Context: an optimization exercise on an open-source flow, tuned for small area. The choices shown serve that exercise and are no tape-out recipe.
Only simulation tests tie the RTL to the original design; equivalence was not proved.
Power is estimated from default activity; no workload was simulated.

## north
==> module UnitGenerator, before the edit <==
module UnitGenerator
(
  input  CLK,           
  input  rst,           
  output wire UnitClock,
  output wire UnitTick,  
  input  PIN_24,  
  input  PIN_23,
  input  PIN_22,
  input  PIN_21,
  input  PIN_19,  
  input  PIN_18,
  input  PIN_17,
  input  PIN_16,
  input  PIN_15,
  input  PIN_14
  );
  reg        morse_clk;
  reg [8:0]  hi;
  reg [27:0] lo;
  wire [3:0] m = {PIN_24, PIN_23, PIN_22, PIN_21};
  wire [5:0] s = {PIN_19, PIN_18, PIN_17, PIN_16, PIN_15, PIN_14};
  reg [31:0] t1;   
  always @(*)
    case (s)
      6'd0: t1 = 32'h08000000;
      6'd1: t1 = 32'h16000000;
      6'd2: t1 = 32'h08000000;
      6'd3: t1 = 32'h05333333;
      6'd4: t1 = 32'h04000000;
      6'd5: t1 = 32'h03200000;
      6'd6: t1 = 32'h02666666;
      6'd7: t1 = 32'h02285714;
      6'd8: t1 = 32'h02000000;
      6'd9: t1 = 32'h01777777;
      6'd10: t1 = 32'h01600000;
      6'd11: t1 = 32'h01454545;
      6'd12: t1 = 32'h01333333;
      6'd13: t1 = 32'h01230769;
      6'd14: t1 = 32'h01142857;
      6'd15: t1 = 32'h01066666;
      6'd16: t1 = 32'h01000000;
      6'd17: t1 = 32'h00941176;
      6'd18: t1 = 32'h00888888;
      6'd19: t1 = 32'h00842105;
      6'd20: t1 = 32'h00800000;
      6'd21: t1 = 32'h00761904;
      6'd22: t1 = 32'h00727272;
      6'd23: t1 = 32'h00695652;
      6'd24: t1 = 32'h00666666;
      6'd25: t1 = 32'h00640000;
      6'd26: t1 = 32'h00615384;
      6'd27: t1 = 32'h00592592;
      6'd28: t1 = 32'h00571428;
      6'd29: t1 = 32'h00551724;
      6'd30: t1 = 32'h00533333;
      6'd31: t1 = 32'h00516129;
      6'd32: t1 = 32'h00500000;
      6'd33: t1 = 32'h00484848;
      6'd34: t1 = 32'h00470588;
      6'd35: t1 = 32'h00457142;
      6'd36: t1 = 32'h00444444;
      6'd37: t1 = 32'h00432432;
      6'd38: t1 = 32'h00421052;
      6'd39: t1 = 32'h00410256;
      6'd40: t1 = 32'h00400000;
      6'd41: t1 = 32'h00390243;
      6'd42: t1 = 32'h00380952;
      6'd43: t1 = 32'h00372093;
      6'd44: t1 = 32'h00363636;
      6'd45: t1 = 32'h00355555;
      6'd46: t1 = 32'h00347826;
      6'd47: t1 = 32'h00340425;
      6'd48: t1 = 32'h00333333;
      6'd49: t1 = 32'h00326530;
      6'd50: t1 = 32'h00320000;
      6'd51: t1 = 32'h00313725;
      6'd52: t1 = 32'h00307692;
      6'd53: t1 = 32'h00301886;
      6'd54: t1 = 32'h00296296;
      6'd55: t1 = 32'h00290909;
      6'd56: t1 = 32'h00285714;
      6'd57: t1 = 32'h00280701;
      6'd58: t1 = 32'h00275862;
      6'd59: t1 = 32'h00271186;
      6'd60: t1 = 32'h00266666;
      6'd61: t1 = 32'h00262295;
      6'd62: t1 = 32'h00258064;
      6'd63: t1 = 32'h00253968;
    endcase
  reg [27:0] lo_inc;
  reg [8:0]  hi_inc;
  reg        c;
  integer i;
  always @(*) begin
    c = 1'b1;
    for (i = 0; i < 7; i = i + 1) begin
      lo_inc[4*i]   = lo[4*i] ^ c;
      lo_inc[4*i+1] = (lo[4*i+1] ^ (c & lo[4*i])) & ~(c & lo[4*i+3]);
      lo_inc[4*i+2] = lo[4*i+2] ^ (c & lo[4*i+1] & lo[4*i]);
      lo_inc[4*i+3] = lo[4*i+3] ^ (c & lo[4*i] & (lo[4*i+3] | (lo[4*i+2] & lo[4*i+1])));
      c = c & lo[4*i+3] & lo[4*i];
    end
    hi_inc = hi + {8'd0, c};
  end
  wire ones = (hi == 9'd429) && (lo == 28'h4967295);    
  function ge(input [31:0] a, input [31:0] b, input integer w);
    integer k;
    reg g;
    begin
      g = 1'b1;
      for (k = 0; k < w; k = k + 1)
        g = (a[k] & ~b[k]) | (a[k] & g) | (~b[k] & g);
      ge = g;
    end
  endfunction
  reg [31:0] t;
  reg        mok;
  always @(*) begin
    t = t1; mok = 1'b1;
    case (m)
      4'b0001: t = t1;
      4'b0010: t = {4'd0, t1[31:4]};
      4'b0100: t = {12'd0, t1[31:12]};
      4'b1000: t = {24'd0, t1[31:24]};
      default: mok = 1'b0;
    endcase
  end
  wire ge_sel = mok & ((hi > {5'd0, t[31:28]}) | ((hi == {5'd0, t[31:28]}) & ge({4'd0, lo}, {4'd0, t[27:0]}, 28)));
  wire hit = ones || (ge_sel && s != 6'd0);
  always @(posedge CLK)
    if (rst) begin
      morse_clk <= 1'b1;
      hi <= 9'd0;
      lo <= 28'd0;
    end else if (hit) begin
      morse_clk <= ~morse_clk;
      hi <= 9'd0;
      lo <= 28'd0;
    end else begin
      hi <= hi_inc;
      lo <= lo_inc;
    end
  assign UnitClock = morse_clk;
  assign UnitTick = hit & ~morse_clk;
endmodule
export LEC_CHECK = 0
export CAP_MARGIN = 20
export CORE_MARGIN = 2
export CORE_UTILIZATION = 40
export GPL_TIMING_DRIVEN = 0
export SLEW_MARGIN = 20
create_clock -name core_clock -period 130.0 [get_ports {CLK}]
standard.sh (not shown) runs the stock make flow with config.mk's settings and CLKGATE_MAP_FILE= SYNTH_SCRIPT=/design/flow/synth_recipe.tcl, a recipe that flattens the netlist after the stock synthesis.
==> flow/flow/run.sh <==
#!/bin/bash
# Own layout flow: the standard layout (standard.sh) with these changes:
#  - synthesis maps the logic with an area-only ABC script (flow/abc_min.script:
#    a long AIG optimisation, then mapping with area recovery)
#    instead of ORFS's abc_area.script (which buffers and upsizes for a delay
#    target), and leaves adders to ABC instead of mapping them to ha/fa cells
#    first. Everything else is ORFS's synth.tcl as synth_recipe.tcl runs it, so
#    the registers are the standard ones.
#  - port buffers, and synthesis's buffers for outputs that share a net, are
#    the smallest buffer, sky130_fd_sc_hd__buf_1.
#  - clock tree synthesis gets its arguments from flow/cts_args (ORFS's own
#    arguments, the buffer list and no dummy loads).
set -euo pipefail
here=$(pwd)
flowdir=$here/flow

sed -e "s|^source \$::env(SCRIPTS_DIR)/synth_preamble.tcl\$|&\nset abc_args [lreplace \$abc_args 1 1 $flowdir/abc_min.script]|" \
    -e 's|^  \[env_var_exists_and_non_empty ADDER_MAP_FILE\] &&$|  0 \&\&|' \
  "$FLOW_HOME/scripts/synth.tcl" > "$here/synth_min.tcl"
grep -q "abc_min.script" "$here/synth_min.tcl"
grep -q "^  0 &&" "$here/synth_min.tcl"
sed "s|^source \$::env(SCRIPTS_DIR)/synth.tcl\$|source $here/synth_min.tcl|" \
  "$here/synth_recipe.tcl" > "$here/synth_own.tcl"
grep -q "synth_min.tcl" "$here/synth_own.tcl"

bash "$here/standard.sh" SYNTH_SCRIPT="$here/synth_own.tcl" \
  "BUFFER_PORTS_ARGS=-buffer_cell sky130_fd_sc_hd__buf_1" \
  "MIN_BUF_CELL_AND_PORTS=sky130_fd_sc_hd__buf_1 A X" \
  "CTS_ARGS=$(cat "$flowdir/cts_args")" finish > "$here/flow_make.log" 2>&1
==> flow/flow/abc_min.script <==
strash
&get -n
&deepsyn -T 150
&nf -R 1000 -p
&put
topo
==> flow/flow/cts_args <==
-sink_clustering_enable -repair_clock_nets -buf_list sky130_fd_sc_hd__clkbuf_8 -dont_use_dummy_load
Relative to north, the following input files were edited for south:
--- a/flow/design.v
+++ b/flow/design.v
@@ -103,7 +103,14 @@
     end
     hi_inc = hi + {8'd0, c};
   end
-  wire ones = (hi == 9'd429) && (lo == 28'h4967295);    
+  wire ones = hi[8] & hi[7] & hi[5] & hi[3] & hi[2] & hi[0]
+            & lo[26] & ~lo[25] & ~lo[24]                  
+            & lo[23] & lo[20]                             
+            & lo[18] & lo[17] & ~lo[16]                   
+            & lo[14] & lo[13] & lo[12]                    
+            & ~lo[10] & lo[9] & ~lo[8]                    
+            & lo[7] & lo[4]                               
+            & lo[2] & ~lo[1] & lo[0];                     
   function ge(input [31:0] a, input [31:0] b, input integer w);
     integer k;
     reg g;
Notes after the runs:
- south — static leakage about 2.6% higher, north as reference
- Total power of the final layout for south is higher than for north.
- Relative to north, the number of cells in the design after placement of south is higher by about 3%.
- The setup slack of south is smaller than that of north.
- Cell-internal power is lower on north
- south gives more normalized max-slew margin than north did.
- Per the comparison of south with north, count of buffers not belonging to the clock network in the layout went up; fill cell instance count of the final layout increased by about 1% relative to the old numbers.
- Going from north to south, wire length of the first global-routing pass grows by 96 um.

## static timing again, ports no longer ideal
The flow's constraints put no driver on any port. The routed layouts listed below were extracted and timed again, unchanged, in two steps. Step 1: set_driving_cell puts a clkbuf_16 on CLK and a buf_2 on each other input, an assumption about the parent block. Step 2 also shifts input and output timing later by t, the mid clock arrival at the registers, as if the neighbouring blocks saw the same clock. Slacks: ideal ports / drivers / drivers and shift; pairs: ideal ports / drivers.
| run | t (ns) | setup slack, ns | worst setup path after step 2 | slew at the worst register clock pin (ns) | pins driven straight from the clock port |
|---|---|---|---|---|---|
| north | 0.322 | 96.101 / 96.100 / 95.778 | input to register | 0.10 / 0.10 | 1 |
| south | 0.331 | 94.885 / 94.893 / 94.562 | input to register | 0.09 / 0.09 | 1 |
After both steps setup and hold are still met in every run listed.
